Source: an optimization exercise on an open RTL-to-GDS flow (aim: small area, a short achievable clock period and few clock cycles). Production flows keep margins and buffers that such runs may drop.
The RTL was checked by simulation tests, not by an equivalence proof against the original design.
Power is estimated from default activity; no workload was simulated.

== Q ==
==> flow/design.v <==
module regfile(
    input clk, rst,
    input we,
    input [4:0] wa,
    input [31:0] wd,
    input [3:0] ra1h, ra2h,      
    input [7:0] ra1l, ra2l,      
    output reg [31:0] rd1, rd2
);
reg [31:0] r [1:31];
reg [31:1] v;
always @(posedge clk) begin
    if (rst) v <= 31'd0;
    else if (we && wa != 5'd0) v[wa] <= 1'b1;
end
always @(posedge clk) begin
    if (we && wa != 5'd0) r[wa] <= wd;
end
reg [31:0] s1, s2;
always @(*) begin
    for (integer i = 0; i < 32; i = i + 1) begin
        s1[i] = ra1h[i / 8] & ra1l[i % 8];
        s2[i] = ra2h[i / 8] & ra2l[i % 8];
    end
end
always @(*) begin
    rd1 = 32'd0;
    rd2 = 32'd0;
    for (integer i = 1; i < 32; i = i + 1) begin
        rd1 = rd1 | ({32{s1[i] & v[i]}} & r[i]);
        rd2 = rd2 | ({32{s2[i] & v[i]}} & r[i]);
    end
end
endmodule
module cpu(
    input clk, rst,
    output [31:0] imem_addr,
    input  [31:0] imem_rdata,
    output [31:0] dmem_addr,
    output [31:0] dmem_wdata,
    output        dmem_we,
    input  [31:0] dmem_rdata
);
reg  [31:2] pc_F;
reg  [31:0] ir_D;
reg  [3:0]  rsh_D, rth_D;
reg  [7:0]  rsl_D, rtl_D;
reg  [31:0] a_E, b_E;
reg  [15:0] imm_E;
reg  [29:0] alt_E;       
reg         fwdA_E, fwdB_E, sBI_E, sBF_E, sBR_E;
reg         sub_E, rSum_E, rAnd_E, rOr_E, rXor_E, rShl_E, rShr_E;
reg         wr_E, ld_E, st_E, br_E, bne_E, pt_E, jr_E;
reg  [4:0]  rd_E;
reg  [31:0] res_M, sd_M;
reg  [4:0]  rd_M;
reg         wr_M, ld_M, st_M;
assign imem_addr = {pc_F, 2'b00};
wire [31:2] pc4_F = pc_F + 30'd1;
wire [31:2] pcS_F = pc_F + {29'd0, !stall};    
wire        jF    = imem_rdata[31:27] == 5'b00001;    
wire [31:2] jT_F  = {pc_F[31:28], imem_rdata[25:0]};
wire [5:0] opc = ir_D[31:26];
wire [4:0] rs  = ir_D[25:21];
wire [4:0] rt  = ir_D[20:16];
wire [4:0] rdf = ir_D[15:11];
wire [5:0] fn  = ir_D[5:0];
wire [15:0] imm = ir_D[15:0];
wire isR   = opc == 6'h00;
wire isJR  = isR && fn == 6'h08;
wire isSh  = isR && (fn == 6'h00 || fn == 6'h02);
wire isJ   = opc == 6'h02;
wire isJAL = opc == 6'h03;
wire isBEQ = opc == 6'h04;
wire isBNE = opc == 6'h05;
wire isBr  = isBEQ || isBNE;
wire isLW  = opc == 6'h23;
wire isSW  = opc == 6'h2B;
wire isImm = opc[5:3] == 3'b001;    
wire usesRs = !(isSh || isJ || isJAL);
wire usesRt = isR || isBr || isSW;
wire useImm = !(isR || isBr);
reg [2:0] op_D;
always @(*) begin
    op_D = 3'd0;
    if (isR) begin
        case (fn)
        6'h22: op_D = 3'd1;
        6'h24: op_D = 3'd2;
        6'h25: op_D = 3'd3;
        6'h26: op_D = 3'd4;
        6'h00: op_D = 3'd5;
        6'h02: op_D = 3'd6;
        default: op_D = 3'd0;
        endcase
    end else if (isImm) begin
        case (opc[2:0])
        3'd4: op_D = 3'd2;
        3'd5: op_D = 3'd3;
        3'd6: op_D = 3'd4;
        default: op_D = 3'd0;
        endcase
    end
end
wire [4:0] dst_D = isR ? rdf : isJAL ? 5'd31 : rt;
wire wr_D = (isR && !isJR || isImm || isLW || isJAL) && dst_D != 5'd0;
wire [31:0] rf1, rf2;
wire        wr_WB = wr_M;
wire [31:0] wb_M  = ld_M ? dmem_rdata : res_M;
regfile regfile(.clk(clk), .rst(rst), .we(wr_WB), .wa(rd_M), .wd(wb_M),
                .ra1h(rsh_D), .ra1l(rsl_D), .ra2h(rth_D), .ra2l(rtl_D),
                .rd1(rf1), .rd2(rf2));
wire exA = wr_E && rd_E == rs;
wire exB = wr_E && rd_E == rt;
wire mA  = wr_M && rd_M == rs;
wire mB  = wr_M && rd_M == rt;
wire [31:0] valA = mA ? wb_M : rf1;
wire [31:0] valB = mB ? wb_M : rf2;
wire stall = ld_E && (usesRs && exA || usesRt && exB);
wire [31:2] brT  = pc_F + {{14{imm[15]}}, imm};
wire [31:2] link = {pc_F[31:28] + {3'd0, ir_D[25:0] == 26'd0}, ir_D[25:0]};
wire        predT = isBr && (imm[15] || isBEQ && rs == rt);
wire        redirD = predT;
wire [31:2] tgtD = brT;
wire [31:0] a  = fwdA_E ? res_M : a_E;
wire [31:0] bv = fwdB_E ? res_M : b_E;
wire [31:0] bo = ({32{sBI_E}} & {{16{imm_E[15]}}, imm_E}) |
                 ({32{sBF_E}} & res_M) | ({32{sBR_E}} & b_E);
wire [4:0]  sh = imm_E[10:6];
wire [31:0] sum  = a + (bo ^ {32{sub_E}}) + {31'd0, sub_E};
wire [31:0] x    = a ^ bo;
reg  [31:0] bvr, shr, shrr;
always @(*) begin
    for (integer i = 0; i < 32; i = i + 1) bvr[i] = bv[31 - i];
    shr = (rShl_E ? bvr : bv) >> sh;
    for (integer i = 0; i < 32; i = i + 1) shrr[i] = shr[31 - i];
end
wire [31:0] res_E = ({32{rSum_E}} & sum) | ({32{rAnd_E}} & (a & bo)) |
                    ({32{rOr_E}} & (a | bo)) | ({32{rXor_E}} & x) |
                    ({32{rShl_E}} & shrr) | ({32{rShr_E}} & shr);
wire eq = ~|x;       
wire taken = bne_E ^ eq;
wire mispE = br_E && (taken != pt_E) || jr_E;
assign dmem_addr  = res_M;
assign dmem_wdata = sd_M;
assign dmem_we    = st_M;
wire [31:2] pcA  = mispE ? (jr_E ? a[31:2] : alt_E) : (redirD && !stall) ? tgtD : pcS_F;
wire        takeJ = jF && !(mispE || stall || redirD || rst);
always @(posedge clk) begin
    if (takeJ) pc_F <= jT_F;
    else if (rst) pc_F <= 30'd32;
    else pc_F <= pcA;
end
always @(posedge clk) begin
    if (rst || mispE || (!stall && redirD)) begin
        ir_D <= 32'd0;
        rsh_D <= 4'd1; rsl_D <= 8'd1; rth_D <= 4'd1; rtl_D <= 8'd1;
    end else if (!stall) begin
        ir_D <= jF ? {imem_rdata[31:26], pc4_F[27:2]} : imem_rdata;
        rsh_D <= 4'd1 << imem_rdata[25:24];
        rsl_D <= 8'd1 << imem_rdata[23:21];
        rth_D <= 4'd1 << imem_rdata[20:19];
        rtl_D <= 8'd1 << imem_rdata[18:16];
    end
end
always @(posedge clk) begin
    if (rst || mispE || stall) begin
        wr_E <= 1'b0; ld_E <= 1'b0; st_E <= 1'b0; br_E <= 1'b0; jr_E <= 1'b0;
    end else begin
        wr_E <= wr_D; ld_E <= isLW; st_E <= isSW; br_E <= isBr; jr_E <= isJR;
    end
    a_E      <= isJAL ? {link, 2'b00} : valA;
    b_E      <= valB;
    imm_E    <= isJAL ? 16'd0 : imm;
    fwdA_E   <= exA && !isJAL;
    fwdB_E   <= exB;
    sBI_E    <= useImm;
    sBF_E    <= !useImm && exB;
    sBR_E    <= !useImm && !exB;
    sub_E    <= op_D == 3'd1;
    rSum_E   <= op_D[2:1] == 2'd0;
    rAnd_E   <= op_D == 3'd2;
    rOr_E    <= op_D == 3'd3;
    rXor_E   <= op_D == 3'd4;
    rShl_E   <= op_D == 3'd5;
    rShr_E   <= op_D == 3'd6;
    rd_E     <= dst_D;
    bne_E    <= isBNE;
    pt_E     <= predT;
    alt_E    <= predT ? pc_F : brT;
end
always @(posedge clk) begin
    if (rst) begin
        wr_M <= 1'b0; ld_M <= 1'b0; st_M <= 1'b0;
    end else begin
        wr_M <= wr_E; ld_M <= ld_E; st_M <= st_E;
    end
    res_M <= res_E;
    sd_M  <= bv;
    rd_M  <= rd_E;
end
endmodule
Settings: LEC_CHECK=0, CAP_MARGIN=20, CORE_MARGIN=2, CORE_UTILIZATION=40, CTS_CLUSTER_DIAMETER=80, CTS_CLUSTER_SIZE=24, PLACE_DENSITY=0.5, SLEW_MARGIN=20, SETUP_SLACK_MARGIN=10; clock period 14.0 ns.
standard.sh (not shown) runs the stock make flow with config.mk's settings and CLKGATE_MAP_FILE= SYNTH_SCRIPT=/design/flow/synth_recipe.tcl, a recipe that flattens the netlist after the stock synthesis.
==> flow/flow/run.sh <==
#!/bin/bash
# Standard layout, with timing repair asked for more setup slack than the
# clock period needs, so that the layout reaches a shorter period.
set -e
cp standard.sh standard_sh.txt
cp config.mk config_orig.txt
echo "export SETUP_SLACK_MARGIN = ${MARGIN:-10}" >> config.mk
bash standard.sh > standard.log 2>&1
Testbench counts of Q, summed over its fixed seeds: cycles 61,867.
### Q -> P
--- a/flow/design.v
+++ b/flow/design.v
@@ -2,12 +2,14 @@
     input clk, rst,
     input we,
     input [4:0] wa,
     input [31:0] wd,
     input [3:0] ra1h, ra2h,      
     input [7:0] ra1l, ra2l,      
+    input byp1, byp2,
+    input [31:0] bd,
     output reg [31:0] rd1, rd2
 );
 reg [31:0] r [1:31];
 reg [31:1] v;
 always @(posedge clk) begin
     if (rst) v <= 31'd0;
@@ -21,17 +23,17 @@
     for (integer i = 0; i < 32; i = i + 1) begin
         s1[i] = ra1h[i / 8] & ra1l[i % 8];
         s2[i] = ra2h[i / 8] & ra2l[i % 8];
     end
 end
 always @(*) begin
-    rd1 = 32'd0;
-    rd2 = 32'd0;
+    rd1 = {32{byp1}} & bd;
+    rd2 = {32{byp2}} & bd;
     for (integer i = 1; i < 32; i = i + 1) begin
-        rd1 = rd1 | ({32{s1[i] & v[i]}} & r[i]);
-        rd2 = rd2 | ({32{s2[i] & v[i]}} & r[i]);
+        rd1 = rd1 | ({32{s1[i] & v[i] & !byp1}} & r[i]);
+        rd2 = rd2 | ({32{s2[i] & v[i] & !byp2}} & r[i]);
     end
 end
 endmodule
 module cpu(
     input clk, rst,
     output [31:0] imem_addr,
@@ -54,15 +56,16 @@
 reg  [4:0]  rd_E;
 reg  [31:0] res_M, sd_M;
 reg  [4:0]  rd_M;
 reg         wr_M, ld_M, st_M;
 assign imem_addr = {pc_F, 2'b00};
 wire [31:2] pc4_F = pc_F + 30'd1;
-wire [31:2] pcS_F = pc_F + {29'd0, !stall};    
+wire [31:2] pcS_F = pc4_F ^ ({30{stall}} & (pc4_F ^ pc_F));
+wire [3:0]  jHi   = pc4_F[31:28] - {3'd0, pc4_F[27:2] == 26'd0};
+wire [31:2] jT_F  = {jHi, imem_rdata[25:0]};
 wire        jF    = imem_rdata[31:27] == 5'b00001;    
-wire [31:2] jT_F  = {pc_F[31:28], imem_rdata[25:0]};
 wire [5:0] opc = ir_D[31:26];
 wire [4:0] rs  = ir_D[25:21];
 wire [4:0] rt  = ir_D[20:16];
 wire [4:0] rdf = ir_D[15:11];
 wire [5:0] fn  = ir_D[5:0];
 wire [15:0] imm = ir_D[15:0];
@@ -104,22 +107,24 @@
 end
 wire [4:0] dst_D = isR ? rdf : isJAL ? 5'd31 : rt;
 wire wr_D = (isR && !isJR || isImm || isLW || isJAL) && dst_D != 5'd0;
 wire [31:0] rf1, rf2;
 wire        wr_WB = wr_M;
 wire [31:0] wb_M  = ld_M ? dmem_rdata : res_M;
-regfile regfile(.clk(clk), .rst(rst), .we(wr_WB), .wa(rd_M), .wd(wb_M),
-                .ra1h(rsh_D), .ra1l(rsl_D), .ra2h(rth_D), .ra2l(rtl_D),
-                .rd1(rf1), .rd2(rf2));
 wire exA = wr_E && rd_E == rs;
 wire exB = wr_E && rd_E == rt;
 wire mA  = wr_M && rd_M == rs;
 wire mB  = wr_M && rd_M == rt;
-wire [31:0] valA = mA ? wb_M : rf1;
-wire [31:0] valB = mB ? wb_M : rf2;
-wire stall = ld_E && (usesRs && exA || usesRt && exB);
+regfile regfile(.clk(clk), .rst(rst), .we(wr_WB), .wa(rd_M), .wd(wb_M),
+                .ra1h(rsh_D), .ra1l(rsl_D), .ra2h(rth_D), .ra2l(rtl_D),
+                .byp1(mA), .byp2(mB), .bd(wb_M),
+                .rd1(rf1), .rd2(rf2));
+wire [31:0] valA = rf1;
+wire [31:0] valB = rf2;
+wire stall = (ld_E && (usesRs && exA || usesRt && exB)) ||
+             1'b0;
 wire [31:2] brT  = pc_F + {{14{imm[15]}}, imm};
 wire [31:2] link = {pc_F[31:28] + {3'd0, ir_D[25:0] == 26'd0}, ir_D[25:0]};
 wire        predT = isBr && (imm[15] || isBEQ && rs == rt);
 wire        redirD = predT;
 wire [31:2] tgtD = brT;
 wire [31:0] a  = fwdA_E ? res_M : a_E;
[summary]
Mean instance size in the synthesized netlist (P vs. Q) increases slightly. Per the comparison of P with Q, total of clock buffers placed in the layout went up by 12; sequential cell fraction of total power shows a reduction of 0.5 points; synthesized area level; net count reported at finish went up; total stage count of the critical path moved up. Internal power contribution sits higher in P than in Q. In summary, P completed successfully, with a layout that passed the timing, design-rule and antenna checks. Per the comparison of P with Q, global-route wire length before repair rose 25 mm, number of buffers added by the clock tree synthesis step lower, worst IR drop on VDD saw a decrease. Largest clock skew in the final design down 8.7 ps in P wrt Q. The standard cells in P occupy more silicon area than those in Q do. For Q, the critical path startpoint was pc_F[31], unlike P, where it was res_M[17]. Compared with Q, P shows a inverter count of the layout excluding clock inverters that is about 40% higher. Re worst path setup slack after routing: Q was lower than P.
Testbench counts of P, summed over its fixed seeds: cycles 61,867.

-- separate check: timing with driven ports --
Ports are ideal in the flow. The routed layouts listed here were re-timed in OpenROAD. Step 1 (the two cells are an assumption about what drives the block):
set clk [get_ports {clk}]
set_driving_cell -lib_cell sky130_fd_sc_hd__clkbuf_16 $clk
set_driving_cell -lib_cell sky130_fd_sc_hd__buf_2 [delete_from_list [all_inputs] $clk]
Step 2 moves the port delays by t, midway between the first and last clock arrival at a register: inputs arrive t later, outputs are due t later. That takes back most of the time a late clock gives input paths. Slacks: ideal ports / drivers / drivers and shift; pairs: ideal ports / drivers.
run | t, ns | setup WS [ns] | pins driven straight from the clock port
Q | 0.833 | 9.779 / 9.700 / 9.266 | 1
P | 0.818 | 9.890 / 9.808 / 9.186 | 1
After both steps setup and hold are still met in every run listed. The setup slack of P, which loses most, moves by -0.082 ns with the drivers and by -0.704 ns with both steps.
